Context: an optimization exercise on an open-source flow, tuned for small area and few clock cycles. The choices shown serve that exercise and are no tape-out recipe. At most, simulation tests tie the RTL to the original design; equivalence was not proved. Power and IR drop assume default switching activity. The flow treats the clock pin as an ideal source, which a real chip does not have.

Setup of job 104:
==> flow/design.v <==
module fifo (i_clk, i_reset, i_wr, i_data, i_rd,  o_data );
  parameter WIDTH = 8;  
  parameter M_WIDTH  = 8;  
  input wire i_clk;
  input wire i_reset;
  input wire i_wr;
  input wire [(WIDTH-1):0] i_data;
  input wire i_rd;
  output reg [(WIDTH-1):0] o_data;
  reg o_full;
  reg o_empty;
  reg [(WIDTH-1):0] fifo_mem [0:(1<<M_WIDTH)-1];  
  wire w_wr = (i_wr && !o_full);  
  wire w_rd = i_rd &&!o_empty;    
  reg [M_WIDTH:0] wr_addr;  
  reg [M_WIDTH:0] rd_addr;
  always @ (posedge i_clk) begin
    if (i_reset) begin
        wr_addr <= 0;
        rd_addr <= 0;
    end else begin
    if (w_wr)
        wr_addr <= wr_addr + 1;
    if (w_rd)
        rd_addr <= rd_addr + 1;
    end
  end
  always @ (posedge i_clk) begin
    if (w_wr)
        fifo_mem[wr_addr[M_WIDTH-1:0]] <= i_data;
    if (w_rd)
        o_data <= fifo_mem[rd_addr[M_WIDTH-1:0]];
  end
  reg [M_WIDTH:0] o_fill;
  always @ (*)
    o_fill = wr_addr - rd_addr;
  always @ (*)
    o_empty = (o_fill == 0);
  always @ (*)
    o_full = (o_fill == {1'b1,{(M_WIDTH){1'b0}} });
endmodule  
module dive2d (i_clk, i_reset, i_datax, i_datay, i_start, o_read, o_data, o_address, o_valid, o_bussy);
  input  wire        i_clk;
  input  wire        i_reset;
  input  wire [31:0] i_datax;
  input  wire [31:0] i_datay;
  input  wire        i_start;
  output wire        o_read;
  output wire [31:0] o_data;
  output wire [11:0] o_address;
  output wire        o_valid;
  output wire        o_bussy;
  reg  [31:0] dl [0:63];    
  reg  [31:0] py;           
  reg  [31:0] c0;           
  reg  [31:0] r_data;
  reg  [11:0] r_addr;
  reg         r_valid;
  reg  [12:0] cnt;          
  reg         busy, rd, dv;
  wire x0   = (cnt[5:0] == 6'd0);
  wire fin  = busy & cnt[12] & cnt[6] & (cnt[5:0] == 6'd0) & ~dv;  
  wire last = busy & cnt[12] & cnt[6] & (cnt[5:0] == 6'd1);        
  wire [31:0] a = dl[63];
  wire [31:0] b = ~i_datax;
  wire [31:0] e = ~i_datay;
  wire [31:0] cs_s = a ^ b ^ e;
  wire [31:0] cs_c = (a & b) | (a & e) | (b & e);
  wire [31:0] u = {cs_c[30:0], 1'b1};    
  wire [32:0] k1;                        
  wire [31:0] t;
  assign k1[0] = 1'b1;
  genvar g;
  generate
    for (g = 0; g < 32; g = g + 1) begin : rc1
      assign t[g]    = cs_s[g] ^ u[g] ^ k1[g];
      assign k1[g+1] = (cs_s[g] & u[g]) | (cs_s[g] & k1[g]) | (u[g] & k1[g]);
    end
  endgenerate
  wire [31:0] m = x0 ? c0 : t;
  wire [32:0] k2;
  wire [31:0] r;
  assign k2[0] = 1'b0;
  generate
    for (g = 0; g < 32; g = g + 1) begin : rc2
      assign r[g]    = m[g] ^ py[g] ^ k2[g];
      assign k2[g+1] = (m[g] & py[g]) | (m[g] & k2[g]) | (py[g] & k2[g]);
    end
  endgenerate
  integer i;
  always @(posedge i_clk) begin
    dl[0] <= i_datax;
    for (i = 1; i < 64; i = i + 1)
      dl[i] <= dl[i-1];
    py <= i_datay;
    if (x0)
      c0 <= t;
    r_data <= r;
    r_addr[5:0] <= cnt[5:0];
    if (!x0)
      r_addr[11:6] <= cnt[11:6];
  end
  always @(posedge i_clk) begin
    if (i_reset) begin
      busy    <= 1'b0;
      rd      <= 1'b0;
      dv      <= 1'b0;
      r_valid <= 1'b0;
    end else begin
      dv      <= rd;
      r_valid <= (dv & (cnt[12:6] != 7'd0) & (~x0 | (cnt[12:7] != 6'd0))) | fin;
      if (i_start) begin
        busy <= 1'b1;
        rd   <= 1'b1;
      end else begin
        if (last)
          busy <= 1'b0;
        if (cnt[12] & ~cnt[6] & (cnt[5:0] == 6'd62))
          rd <= 1'b0;
      end
    end
  end
  always @(posedge i_clk) begin
    if (i_start)
      cnt <= 13'h1fff;
    else if (busy)
      cnt <= cnt + 13'd1;
  end
  assign o_read    = rd;
  assign o_bussy   = busy;
  assign o_valid   = r_valid;
  assign o_data    = r_data;
  assign o_address = r_addr;
endmodule
Settings: LEC_CHECK=0, CAP_MARGIN=20, CORE_MARGIN=2, CORE_UTILIZATION=70, PLACE_DENSITY=0.8, SLEW_MARGIN=20; clock period 10.0 ns.
standard.sh (not shown) runs the stock make flow with config.mk's settings and CLKGATE_MAP_FILE= SYNTH_SCRIPT=/design/flow/synth_recipe.tcl, a recipe that flattens the netlist after the stock synthesis.
==> flow/flow/run.sh <==
#!/bin/bash
# Standard ORFS layout (the standard.sh), with CTS run without dummy loads
# and larger sink clusters, and the ports buffered with buf_1.
set -uo pipefail
export CTS_ARGS="-sink_clustering_enable -repair_clock_nets -dont_use_dummy_load -sink_clustering_size 30 -sink_clustering_max_diameter 60"
export BUFFER_PORTS_ARGS="-buffer_cell sky130_fd_sc_hd__buf_1"
bash standard.sh > standard.log 2>&1
Status job 104: flow complete, layout not clean - setup timing
Setup changes, job 104 to job 103
diff --git a/flow/design.v b/flow/design.v
--- a/flow/design.v
+++ b/flow/design.v
@@ -58,47 +58,22 @@
   reg         r_valid;
   reg  [12:0] cnt;          
   reg         busy, rd, dv;
   wire x0   = (cnt[5:0] == 6'd0);
   wire fin  = busy & cnt[12] & cnt[6] & (cnt[5:0] == 6'd0) & ~dv;  
   wire last = busy & cnt[12] & cnt[6] & (cnt[5:0] == 6'd1);        
-  wire [31:0] a = dl[63];
-  wire [31:0] b = ~i_datax;
-  wire [31:0] e = ~i_datay;
-  wire [31:0] cs_s = a ^ b ^ e;
-  wire [31:0] cs_c = (a & b) | (a & e) | (b & e);
-  wire [31:0] u = {cs_c[30:0], 1'b1};    
-  wire [32:0] k1;                        
-  wire [31:0] t;
-  assign k1[0] = 1'b1;
-  genvar g;
-  generate
-    for (g = 0; g < 32; g = g + 1) begin : rc1
-      assign t[g]    = cs_s[g] ^ u[g] ^ k1[g];
-      assign k1[g+1] = (cs_s[g] & u[g]) | (cs_s[g] & k1[g]) | (u[g] & k1[g]);
-    end
-  endgenerate
-  wire [31:0] m = x0 ? c0 : t;
-  wire [32:0] k2;
-  wire [31:0] r;
-  assign k2[0] = 1'b0;
-  generate
-    for (g = 0; g < 32; g = g + 1) begin : rc2
-      assign r[g]    = m[g] ^ py[g] ^ k2[g];
-      assign k2[g+1] = (m[g] & py[g]) | (m[g] & k2[g]) | (py[g] & k2[g]);
-    end
-  endgenerate
+  wire [31:0] t = dl[63] - i_datax - i_datay;
   integer i;
   always @(posedge i_clk) begin
     dl[0] <= i_datax;
     for (i = 1; i < 64; i = i + 1)
       dl[i] <= dl[i-1];
     py <= i_datay;
     if (x0)
       c0 <= t;
-    r_data <= r;
+    r_data <= (x0 ? c0 : t) + py;
     r_addr[5:0] <= cnt[5:0];
     if (!x0)
       r_addr[11:6] <= cnt[11:6];
   end
   always @(posedge i_clk) begin
     if (i_reset) begin
Results
Job 103 ended with every stage complete and zero timing, DRC or antenna violations. Hold slack in job 103 is 0.0033 ns below job 104. Per the comparison of job 103 with job 104, wire length of the first global-routing pass has increased, required time of the worst setup path shrank by 0.11 ns. Against job 104, job 103 comes in 0.71 points lower on synthesis-to-finish area growth. Between job 103 and job 104, the initial standard-cell utilization of the core does not differ in any meaningful way. Job 104 → job 103: total power increased about 2.8%, number of fill cells increased 8.3%, multi-input combinational area share increased 3.4 points. Met1 track demand over resource in global routing: job 103 and job 104 compared, lower one is job 104.
Testbench counts of job 103, summed over its fixed seeds: cycles 99,912.
No functional check of the RTL was part of job 104.

==> re-timing with driven ports <==
The results above use ideal ports. As a check the final layouts listed here were re-extracted and re-timed, cells and wires unchanged.
Step 1, drivers: a clkbuf_16 drives i_clk and a buf_2 each remaining input, both assumed.
Step 2 also shifts input and output timing later by t, the mid clock arrival at the registers, as if the neighbouring blocks saw the same clock.
a / b / c = ideal ports / drivers / drivers and shift; a / b = the first two.
run	t (ns)	setup WS [ns]	worst register clock-pin slew, ns	cell pins on the clock port's net
job 104	0.694	-3.505 / -3.482 / -4.176	0.11 / 0.11	1
job 103	0.694	3.593 / 3.633 / 2.940	0.11 / 0.11	1
The setup slack of job 104, which loses most, moves by +0.023 ns with the drivers and by -0.671 ns with both steps.
